This is an optimization exercise on Yosys and OpenROAD, whose aim is small area and a short achievable clock period, not a production implementation.
Only simulation tests tie the RTL to the original design; equivalence was not proved.

==> run R: inputs <==
Design framer_o, start of the top module:
module framer_o(
    input mclk,  
    input wclk,
    input [23:0] chan1,
    input [23:0] chan2,
    input [23:0] chan3,
    input [23:0] chan4,
    input [23:0] chan5,
    input [23:0] chan6,
    input [23:0] chan7,
    input [23:0] chan8,
    input [3:0] user,
    output reg adat
);
reg [4:0] c;
reg [2:0] h;
reg [2:0] r;
reg plr;
reg [7:0] pn;
wire [7:0] pnd;
wire fs = wclk & ~plr;
wire [23:0] a;    
wire [7:0]  b;    
adat_dec dec (.c(c), .h(h), .r(r), .a(a), .b(b));
wire y0_0;
adat_aoi222 u0_0 (.a0(chan1[0]), .s0(a[0]), .a1(chan1[1]), .s1(a[1]), .a2(chan1[2]), .s2(a[2]), .y(y0_0));
wire y0_1;
adat_aoi222 u0_1 (.a0(chan1[3]), .s0(a[3]), .a1(chan1[4]), .s1(a[4]), .a2(chan1[5]), .s2(a[5]), .y(y0_1));
wire y0_2;
adat_aoi222 u0_2 (.a0(chan1[6]), .s0(a[6]), .a1(chan1[7]), .s1(a[7]), .a2(chan1[8]), .s2(a[8]), .y(y0_2));
wire y0_3;
adat_aoi222 u0_3 (.a0(chan1[9]), .s0(a[9]), .a1(chan1[10]), .s1(a[10]), .a2(chan1[11]), .s2(a[11]), .y(y0_3));
wire y0_4;
adat_aoi222 u0_4 (.a0(chan1[12]), .s0(a[12]), .a1(chan1[13]), .s1(a[13]), .a2(chan1[14]), .s2(a[14]), .y(y0_4));
wire y0_5;
adat_aoi222 u0_5 (.a0(chan1[15]), .s0(a[15]), .a1(chan1[16]), .s1(a[16]), .a2(chan1[17]), .s2(a[17]), .y(y0_5));
wire y0_6;
adat_aoi222 u0_6 (.a0(chan1[18]), .s0(a[18]), .a1(chan1[19]), .s1(a[19]), .a2(chan1[20]), .s2(a[20]), .y(y0_6));
wire y0_7;
adat_aoi222 u0_7 (.a0(chan1[21]), .s0(a[21]), .a1(chan1[22]), .s1(a[22]), .a2(chan1[23]), .s2(a[23]), .y(y0_7));
wire o0_0, o0_1;
adat_nand4 n0_0 (.a({y0_0, y0_1, y0_2, y0_3}), .y(o0_0));
adat_nand4 n0_1 (.a({y0_4, y0_5, y0_6, y0_7}), .y(o0_1));
  ...
export LEC_CHECK = 0
export CAP_MARGIN = 20
export CORE_MARGIN = 2
export CORE_UTILIZATION = 40
export PLACE_DENSITY = 0.6
export SETUP_SLACK_MARGIN = 4.1
export SLEW_MARGIN = 20
export SYNTH_HIERARCHICAL = 1
create_clock -name core_clock -period 6.0 [get_ports {mclk}]
standard.sh (not shown) runs the stock make flow with config.mk's settings and CLKGATE_MAP_FILE= SYNTH_SCRIPT=/design/flow/synth_recipe.tcl, a recipe that flattens the netlist after the stock synthesis.
==> flow/flow/run.sh <==
#!/bin/bash
# The standard layout, with plain buf_1 cells as the port buffers and
# each channel's input pins kept together (flow/io.tcl)
set -euo pipefail
bash standard.sh "BUFFER_PORTS_ARGS=-buffer_cell sky130_fd_sc_hd__buf_1" \
  "IO_CONSTRAINTS=$PWD/flow/io.tcl" \
  finish > standard_flow.log 2>&1
==> flow/flow/io.tcl <==
# Keep each channel's input pins together, in bit order, so that each
# channel's selection logic can sit next to its pins.
set_io_pin_constraint -group -order -pin_names {chan1\[0\] chan1\[1\] chan1\[2\] chan1\[3\] chan1\[4\] chan1\[5\] chan1\[6\] chan1\[7\] chan1\[8\] chan1\[9\] chan1\[10\] chan1\[11\] chan1\[12\] chan1\[13\] chan1\[14\] chan1\[15\] chan1\[16\] chan1\[17\] chan1\[18\] chan1\[19\] chan1\[20\] chan1\[21\] chan1\[22\] chan1\[23\]}
set_io_pin_constraint -group -order -pin_names {chan2\[0\] chan2\[1\] chan2\[2\] chan2\[3\] chan2\[4\] chan2\[5\] chan2\[6\] chan2\[7\] chan2\[8\] chan2\[9\] chan2\[10\] chan2\[11\] chan2\[12\] chan2\[13\] chan2\[14\] chan2\[15\] chan2\[16\] chan2\[17\] chan2\[18\] chan2\[19\] chan2\[20\] chan2\[21\] chan2\[22\] chan2\[23\]}
set_io_pin_constraint -group -order -pin_names {chan3\[0\] chan3\[1\] chan3\[2\] chan3\[3\] chan3\[4\] chan3\[5\] chan3\[6\] chan3\[7\] chan3\[8\] chan3\[9\] chan3\[10\] chan3\[11\] chan3\[12\] chan3\[13\] chan3\[14\] chan3\[15\] chan3\[16\] chan3\[17\] chan3\[18\] chan3\[19\] chan3\[20\] chan3\[21\] chan3\[22\] chan3\[23\]}
set_io_pin_constraint -group -order -pin_names {chan4\[0\] chan4\[1\] chan4\[2\] chan4\[3\] chan4\[4\] chan4\[5\] chan4\[6\] chan4\[7\] chan4\[8\] chan4\[9\] chan4\[10\] chan4\[11\] chan4\[12\] chan4\[13\] chan4\[14\] chan4\[15\] chan4\[16\] chan4\[17\] chan4\[18\] chan4\[19\] chan4\[20\] chan4\[21\] chan4\[22\] chan4\[23\]}
set_io_pin_constraint -group -order -pin_names {chan5\[0\] chan5\[1\] chan5\[2\] chan5\[3\] chan5\[4\] chan5\[5\] chan5\[6\] chan5\[7\] chan5\[8\] chan5\[9\] chan5\[10\] chan5\[11\] chan5\[12\] chan5\[13\] chan5\[14\] chan5\[15\] chan5\[16\] chan5\[17\] chan5\[18\] chan5\[19\] chan5\[20\] chan5\[21\] chan5\[22\] chan5\[23\]}
set_io_pin_constraint -group -order -pin_names {chan6\[0\] chan6\[1\] chan6\[2\] chan6\[3\] chan6\[4\] chan6\[5\] chan6\[6\] chan6\[7\] chan6\[8\] chan6\[9\] chan6\[10\] chan6\[11\] chan6\[12\] chan6\[13\] chan6\[14\] chan6\[15\] chan6\[16\] chan6\[17\] chan6\[18\] chan6\[19\] chan6\[20\] chan6\[21\] chan6\[22\] chan6\[23\]}
set_io_pin_constraint -group -order -pin_names {chan7\[0\] chan7\[1\] chan7\[2\] chan7\[3\] chan7\[4\] chan7\[5\] chan7\[6\] chan7\[7\] chan7\[8\] chan7\[9\] chan7\[10\] chan7\[11\] chan7\[12\] chan7\[13\] chan7\[14\] chan7\[15\] chan7\[16\] chan7\[17\] chan7\[18\] chan7\[19\] chan7\[20\] chan7\[21\] chan7\[22\] chan7\[23\]}
set_io_pin_constraint -group -order -pin_names {chan8\[0\] chan8\[1\] chan8\[2\] chan8\[3\] chan8\[4\] chan8\[5\] chan8\[6\] chan8\[7\] chan8\[8\] chan8\[9\] chan8\[10\] chan8\[11\] chan8\[12\] chan8\[13\] chan8\[14\] chan8\[15\] chan8\[16\] chan8\[17\] chan8\[18\] chan8\[19\] chan8\[20\] chan8\[21\] chan8\[22\] chan8\[23\]}
==> run P: changes against run R <==
==> flow/flow/run.sh (replaced) <==
#!/bin/bash
# The standard layout, with plain buf_1 cells as the port buffers
set -euo pipefail
bash standard.sh "BUFFER_PORTS_ARGS=-buffer_cell sky130_fd_sc_hd__buf_1" finish > standard_flow.log 2>&1
--- a/flow/config.mk
+++ b/flow/config.mk
@@ -5,10 +5,10 @@
 export SDC_FILE = /design/flow/constraint.sdc
 export NUM_CORES = 4
 export LEC_CHECK = 0
-export CAP_MARGIN = 20
+export CAP_MARGIN = 0
 export CORE_MARGIN = 2
 export CORE_UTILIZATION = 40
 export PLACE_DENSITY = 0.6
 export SETUP_SLACK_MARGIN = 4.1
-export SLEW_MARGIN = 20
+export SLEW_MARGIN = 0
 export SYNTH_HIERARCHICAL = 1
removed: flow/flow/io.tcl
==> run M: changes against run R <==
==> flow/flow/run.sh (replaced) <==
#!/bin/bash
# The standard layout, with plain buf_1 cells as the port buffers
set -euo pipefail
bash standard.sh "BUFFER_PORTS_ARGS=-buffer_cell sky130_fd_sc_hd__buf_1" finish > standard_flow.log 2>&1
--- a/flow/config.mk
+++ b/flow/config.mk
@@ -7,8 +7,8 @@
 export LEC_CHECK = 0
 export CAP_MARGIN = 20
 export CORE_MARGIN = 2
-export CORE_UTILIZATION = 40
-export PLACE_DENSITY = 0.6
+export CORE_UTILIZATION = 44
+export PLACE_DENSITY = 0.65
 export SETUP_SLACK_MARGIN = 4.1
 export SLEW_MARGIN = 20
 export SYNTH_HIERARCHICAL = 1
removed: flow/flow/io.tcl
==> qor summary <==
metric	run R	run M	run P
Die Area	-	4700 um^2	5140 um^2
Endpoint of the most critical register-to-register path	-	pn[5]$_DFF_P_	pn[5]$_DFF_P_
Commonest non-fill, non-tap cell in the layout	-	buf_1	buf_1
Critical-path cell with the highest stage delay	-	a222oi_1	a222oi_1
Least-Margin Pin Slew	-	640 ps	631 ps
Combined flip-flop and latch cell area	-	427 um^2	427 um^2
Multi-input gate count	-	186	186
Outcome	aborted with a tool error	timing/DRC/antenna clean	timing/DRC/antenna clean
Stage where the flow stopped	floorplan (2_1_floorplan)	-	-
Placeable Area	-	4000 um^2	4380 um^2
Max transition margin	-	57.2%	57.8%
Final instance count without filler cells	-	465	467
Synthesis-to-layout area growth	-	48.1%	48.8%
Met1 wire length	-	3.53 mm	3.64 mm
Multi-input combinational area share	-	51.7%	51.8%

separate check: timing with driven ports:
The results above use ideal ports. As a check the final layouts listed here were re-extracted and re-timed, cells and wires unchanged.
Step 1: set_driving_cell puts a clkbuf_16 on mclk and a buf_2 on each other input, an assumption about the parent block.
Step 2 moves the port delays by t, midway between the first and last clock arrival at a register: inputs arrive t later, outputs are due t later. That takes back most of the time a late clock gives input paths.
a / b / c = ideal / step 1 / step 2; a / b = the first two.
| run | t (ns) | slack for setup (ns) | worst data-port slew with drivers (ns) |
|---|---|---|---|
| run P | 0.277 | 4.033 / 4.036 / 3.759 | 0.07 |
| run M | 0.284 | 3.912 / 3.915 / 3.631 | 0.07 |
After both steps setup and hold are still met in every run listed. For run M, which loses most, drivers alone change the setup slack by +0.003 ns; drivers and shift together by -0.281 ns.
